From an optimization exercise on the open Yosys and OpenROAD flow, aimed at small area and a short achievable clock period; shortcuts taken in it are not production practice.
Function was checked by simulation only, so behaviour that the tests miss may differ from the original.
Power is estimated from default activity; no workload was simulated.

Setup of red:
==> flow/design.v (excerpt) <==
module mips (
	input clk,
	input rst,
	output [31:0] imem_addr,
	input [31:0] imem_data,
	output [7:0] dmem_addr,
	output [31:0] dmem_wdata,
	output dmem_we,
	output dmem_re,
	output dmem_byte,
	input [31:0] dmem_rdata
);
	reg [31:2] pc;
	assign imem_addr = {pc, 2'b00};
	wire [5:0] op = imem_data[31:26];
	wire [4:0] rs = imem_data[25:21];
	wire [4:0] rt = imem_data[20:16];
	wire [4:0] rd = imem_data[15:11];
	wire [2:0] fn = imem_data[2:0];
	wire [15:0] imm = imem_data[15:0];
	wire [31:0] se = {{16{imm[15]}}, imm};
	wire r_type = (op == 6'b000000);
	wire addi   = (op == 6'b000010);
	wire subi   = (op == 6'b000011);
	wire andi   = (op == 6'b000100);
	wire ori    = (op == 6'b000101);
	wire slti   = (op == 6'b000111);
	wire move   = (op == 6'b100000);
	wire lw     = (op == 6'b001000);
	wire lb     = (op == 6'b001001);
	wire sw     = (op == 6'b010000);
	wire sb     = (op == 6'b010001);
	wire beq    = (op == 6'b100011);
	wire bne    = (op == 6'b100111);
	wire j      = (op == 6'b111000);
	wire jal    = (op == 6'b111001);
	wire reg_write = r_type | lw | lb | andi | ori | slti | addi | subi | move | jal;
	wire [4:0] wa = r_type ? rd : rt;
	wire r_slt = fn[1] & fn[0] & fn[2];
	wire r_or  = ~fn[1] & fn[0] & fn[2];
	wire use_rt  = r_type | beq | bne;
	wire do_sub  = r_type ? (fn[1] & fn[0]) : (subi | slti | beq | bne);
	wire res_or  = r_type ? r_or : ori;
	wire res_slt = r_type ? r_slt : slti;
	wire res_sum = r_type ? fn[1] & ~(fn[2] & fn[0]) : (addi | subi | move);
	wire [31:0] q [0:31];
	assign q[0] = 32'b0;
	wire [31:0] wd_r;
	genvar gi;
	generate
		for (gi = 1; gi < 32; gi = gi + 1) begin : g_reg
			wire en = rst | (reg_write & (wa == gi));
			reg [31:0] r;
			always @(posedge clk)
				if (en) r <= wd_r;
			assign q[gi] = r;
		end
	endgenerate
	wire [32*31-1:0] q_all;
	wire [8*31-1:0]  q_lo;
	wire [24*31-1:0] q_hi;
	genvar gk;
	generate
		for (gk = 1; gk < 32; gk = gk + 1) begin : g_flat
			assign q_all[32*gk-1 -: 32] = q[gk];
			assign q_lo[8*gk-1 -: 8]    = q[gk][7:0];
			assign q_hi[24*gk-1 -: 24]  = q[gk][31:8];
		end
	endgenerate
	wire [31:0] a_n, r_n;
	wire [31:1] hot_a_lo, hot_a_hi, hot_b;
	rf_dec u_dec_a_lo (.sel(rs), .hot(hot_a_lo));
	rf_dec u_dec_a_hi (.sel(rs), .hot(hot_a_hi));
	rf_dec u_dec_b    (.sel(rt), .hot(hot_b));
	wire [7:0] a_lo;
  ...
Size: roughly 1000 flip-flops, roughly 140 I/O pins.
make LEC_CHECK=0 CAP_MARGIN=20 CORE_MARGIN=2 CORE_UTILIZATION=45 SETUP_SLACK_MARGIN=2.5 SLEW_MARGIN=20 SYNTH_HIERARCHICAL=1 finish   # period 9.0 ns
run.sh (not shown) runs the stock make flow with config.mk's settings and CLKGATE_MAP_FILE= SYNTH_SCRIPT=/design/flow/synth_recipe.tcl, a recipe that flattens the netlist after the stock synthesis.
Modified inputs, blue compared to red
Settings: CTS_BUF_LIST: unset -> sky130_fd_sc_hd__clkbuf_4 sky130_fd_sc_hd__clkbuf_8; CORE_UTILIZATION: 45 -> 55.
==> flow/flow/run.sh (new file) <==
#!/bin/bash
# The standard layout, with the port buffers made from plain buffers
# (buffer_ports otherwise picks a delay buffer for every port).
set -euo pipefail
export BUFFER_PORTS_ARGS="-buffer_cell sky130_fd_sc_hd__buf_4"
bash standard.sh > standard.log 2>&1
==> flow/standard.sh (new file) <==
#!/bin/bash
# synth_recipe.tcl (not shown) runs the flow's synth.tcl, then flattens the netlist and writes it again
# the make line also repeats each setting of config.mk as NAME=value (left out here)
make -C /OpenROAD-flow-scripts/flow DESIGN_CONFIG=/design/flow/config.mk WORK_HOME=/design/flow/orfs CLKGATE_MAP_FILE= SYNTH_SCRIPT=/design/flow/synth_recipe.tcl "${@:-finish}"
removed: flow/run.sh
### Flow results
- In blue, sequential share of cell area is higher than in red.
- blue vs. red: multi-input gate count lower; register-to-register slack shows a reduction of 0.25 ns.
- Per the comparison of blue with red, total power fell about 6%; wire length of the first global-routing pass decreased 2.8%; share of the core filled with cells went up.
Edits applied to the flow inputs when going from blue to green:
Settings: putting CTS_CLUSTER_DIAMETER at 80 where nothing was set; swapping 2.5 for 3.3 in SETUP_SLACK_MARGIN; putting CTS_CLUSTER_SIZE at 15 where nothing was set.
[summary]
blue leaves less setup margin than green.
Apart from green, each of blue and green ends the flow with a layout that passes the timing, DRC and antenna checks.
The flow for green finished, though final verification flagged max-capacitance violations, max-slew violations.
Run comparison: green cell type of the slowest stage on the worst timing path sky130_fd_sc_hd__nand4_1; blue cell type of the slowest stage on the worst timing path sky130_fd_sc_hd__nor3_2
Share of the cycle needed by the critical path after routing is lower on green
green vs. blue: sum of internal, switching and leakage power down 8.0%; worst slew margin relative to its limit down 36 points.
Inputs modified between green and orange:
Settings: a deleted CTS_CLUSTER_SIZE that had been 15; a change of SETUP_SLACK_MARGIN from 3.3 to 3.0; a deleted CTS_CLUSTER_DIAMETER that had been 80.
--- outcome ---
green and orange: one clean run, orange; the rest did not finish clean.
| green | all stages done | FAIL | max-capacitance violations, max-slew violations |
Number of global-route vias before repair of orange falls short of that of green slightly.
Delta (orange minus green): cell count held, worst slack on hold paths dropped 0.013 ns, total detailed-routing wirelength went down, worst setup slack lower, internal cell power rose 12%.
Here is what was changed in the inputs of purple compared with orange.
Settings: putting PLACE_DENSITY at 0.75 where nothing was set.
--- outcome ---
purple ended with every stage complete and zero timing, DRC or antenna violations. STATUS routed wire length: purple loses against orange. On clock skew: between orange and purple, it ends up higher for orange. Comparing the two runs side by side, purple comes out behind orange on initial DRC count. In the metrics for orange and purple, the one carrying the higher critical path depth is orange. orange → purple: share of the core filled with cells in the final layout went up; cell area power density did not really move. Sort orange and purple by count of plain and timing-repair buffers asc -> top: orange.


== v6 ==
mips again, from the RTL that the note above started with.
clock: 9.0 ns
lec_check: 0
cap_margin: 20
core_margin: 2
core_utilization: 55
cts_buf_list: sky130_fd_sc_hd__clkbuf_4 sky130_fd_sc_hd__clkbuf_8
setup_slack_margin: 3.5
slew_margin: 20
synth_hierarchical: 1
standard.sh (not shown) runs the stock make flow with config.mk's settings and CLKGATE_MAP_FILE= SYNTH_SCRIPT=/design/flow/synth_recipe.tcl, a recipe that flattens the netlist after the stock synthesis.
==> flow/flow/run.sh <==
#!/bin/bash
# The standard layout, with the port buffers made from plain buffers
# (buffer_ports otherwise picks a delay buffer for every port).
set -euo pipefail
export BUFFER_PORTS_ARGS="-buffer_cell sky130_fd_sc_hd__buf_4"
bash standard.sh > standard.log 2>&1
v6: all stages complete, timing, DRC and antenna checks passed
For v47, these inputs were changed with respect to v6:
==> flow/run.sh (new file) <==
#!/bin/bash
# synth_recipe.tcl (not shown) runs the flow's synth.tcl, then flattens the netlist and writes it again
# the make line also repeats each setting of config.mk as NAME=value (left out here)
make -C /OpenROAD-flow-scripts/flow DESIGN_CONFIG=/design/flow/config.mk WORK_HOME=/design/flow/orfs CLKGATE_MAP_FILE= SYNTH_SCRIPT=/design/flow/synth_recipe.tcl finish
-- flow/config.mk --
<<< v6, line 12
export SETUP_SLACK_MARGIN = 3.5
>>> v47, line 12
export SETUP_SLACK_MARGIN = 2.5
removed: flow/flow/run.sh
removed: flow/standard.sh
[summary]
- v47 | stages: all done | timing, DRC, antenna: all pass
- Fmax (v47 / v6): 0.913
- Setup WNS v6 -> v47: worse
- Maximum fanout count along the critical path ended up 1 higher on v47 than on v6.
- Diff v6 -> v47 | placed cell count | up slightly
--- input diff v47..v26 ---
==> flow/flow/run.sh (new file) <==
#!/bin/bash
# The standard layout, with the port buffers made from plain buffers
# (buffer_ports otherwise picks a delay buffer for every port).
set -euo pipefail
export BUFFER_PORTS_ARGS="-buffer_cell sky130_fd_sc_hd__buf_4"
bash standard.sh > standard.log 2>&1
==> flow/standard.sh (new file) <==
#!/bin/bash
# synth_recipe.tcl (not shown) runs the flow's synth.tcl, then flattens the netlist and writes it again
# the make line also repeats each setting of config.mk as NAME=value (left out here)
make -C /OpenROAD-flow-scripts/flow DESIGN_CONFIG=/design/flow/config.mk WORK_HOME=/design/flow/orfs CLKGATE_MAP_FILE= SYNTH_SCRIPT=/design/flow/synth_recipe.tcl "${@:-finish}"
-- flow/config.mk --
<<< v47, line 12
export SETUP_SLACK_MARGIN = 2.5
>>> v26, line 12
export CTS_CLUSTER_DIAMETER = 80
export CTS_CLUSTER_SIZE = 15
export SETUP_SLACK_MARGIN = 3.0
removed: flow/run.sh
--- outcome ---
v26 closes out successfully: all stages finished, all timing, DRC and antenna checks passed.
On v26: non-filler instance count after layout is about 4% lower than what v47 gave.
[v26] minimum clock period after layout fell 450 ps relative to v47
v26 reports a lower total design power than v47 does.
Re final area: v26 is 2200 um^2 down on v47.

[port drivers added, routing unchanged]
Ports are ideal in the flow. The routed layouts listed here were re-timed in OpenROAD.
Step 1: set_driving_cell puts a clkbuf_16 on clk and a buf_2 on each other input, an assumption about the parent block.
Step 2, shift: input delay + t, output delay - t, t = (earliest + latest rising clock arrival at the registers) / 2. This alone moves slack from input paths to output paths.
Slacks: ideal / step 1 / step 2; pairs: ideal / step 1.
run | t (ns) | setup slack, ns | worst setup path after step 2 | latest minus earliest clock arrival (ns) | pins driven straight from the clock port
red | 0.788 | 2.435 / 2.413 / 1.741 | input to register | 0.058 / 0.058 | 1
blue | 0.944 | 2.358 / 2.325 / 1.542 | input to register | 0.052 / 0.052 | 1
green | 0.854 | 2.913 / 2.650 / 2.065 | input to register | 0.044 / 0.044 | 1
orange | 0.909 | 2.823 / 2.769 / 1.955 | input to register | 0.051 / 0.051 | 1
purple | 0.921 | 2.810 / 2.722 / 1.965 | input to register | 0.044 / 0.044 | 1
v6 | 0.926 | 2.987 / 2.787 / 2.065 | input to register | 0.062 / 0.062 | 1
v47 | 0.918 | 2.414 / 2.377 / 1.717 | input to register | 0.055 / 0.055 | 1
v26 | 0.843 | 2.865 / 2.764 / 2.011 | input to register | 0.046 / 0.045 | 1
For v6, which loses most, drivers alone change the setup slack by -0.200 ns; drivers and shift together by -0.922 ns.
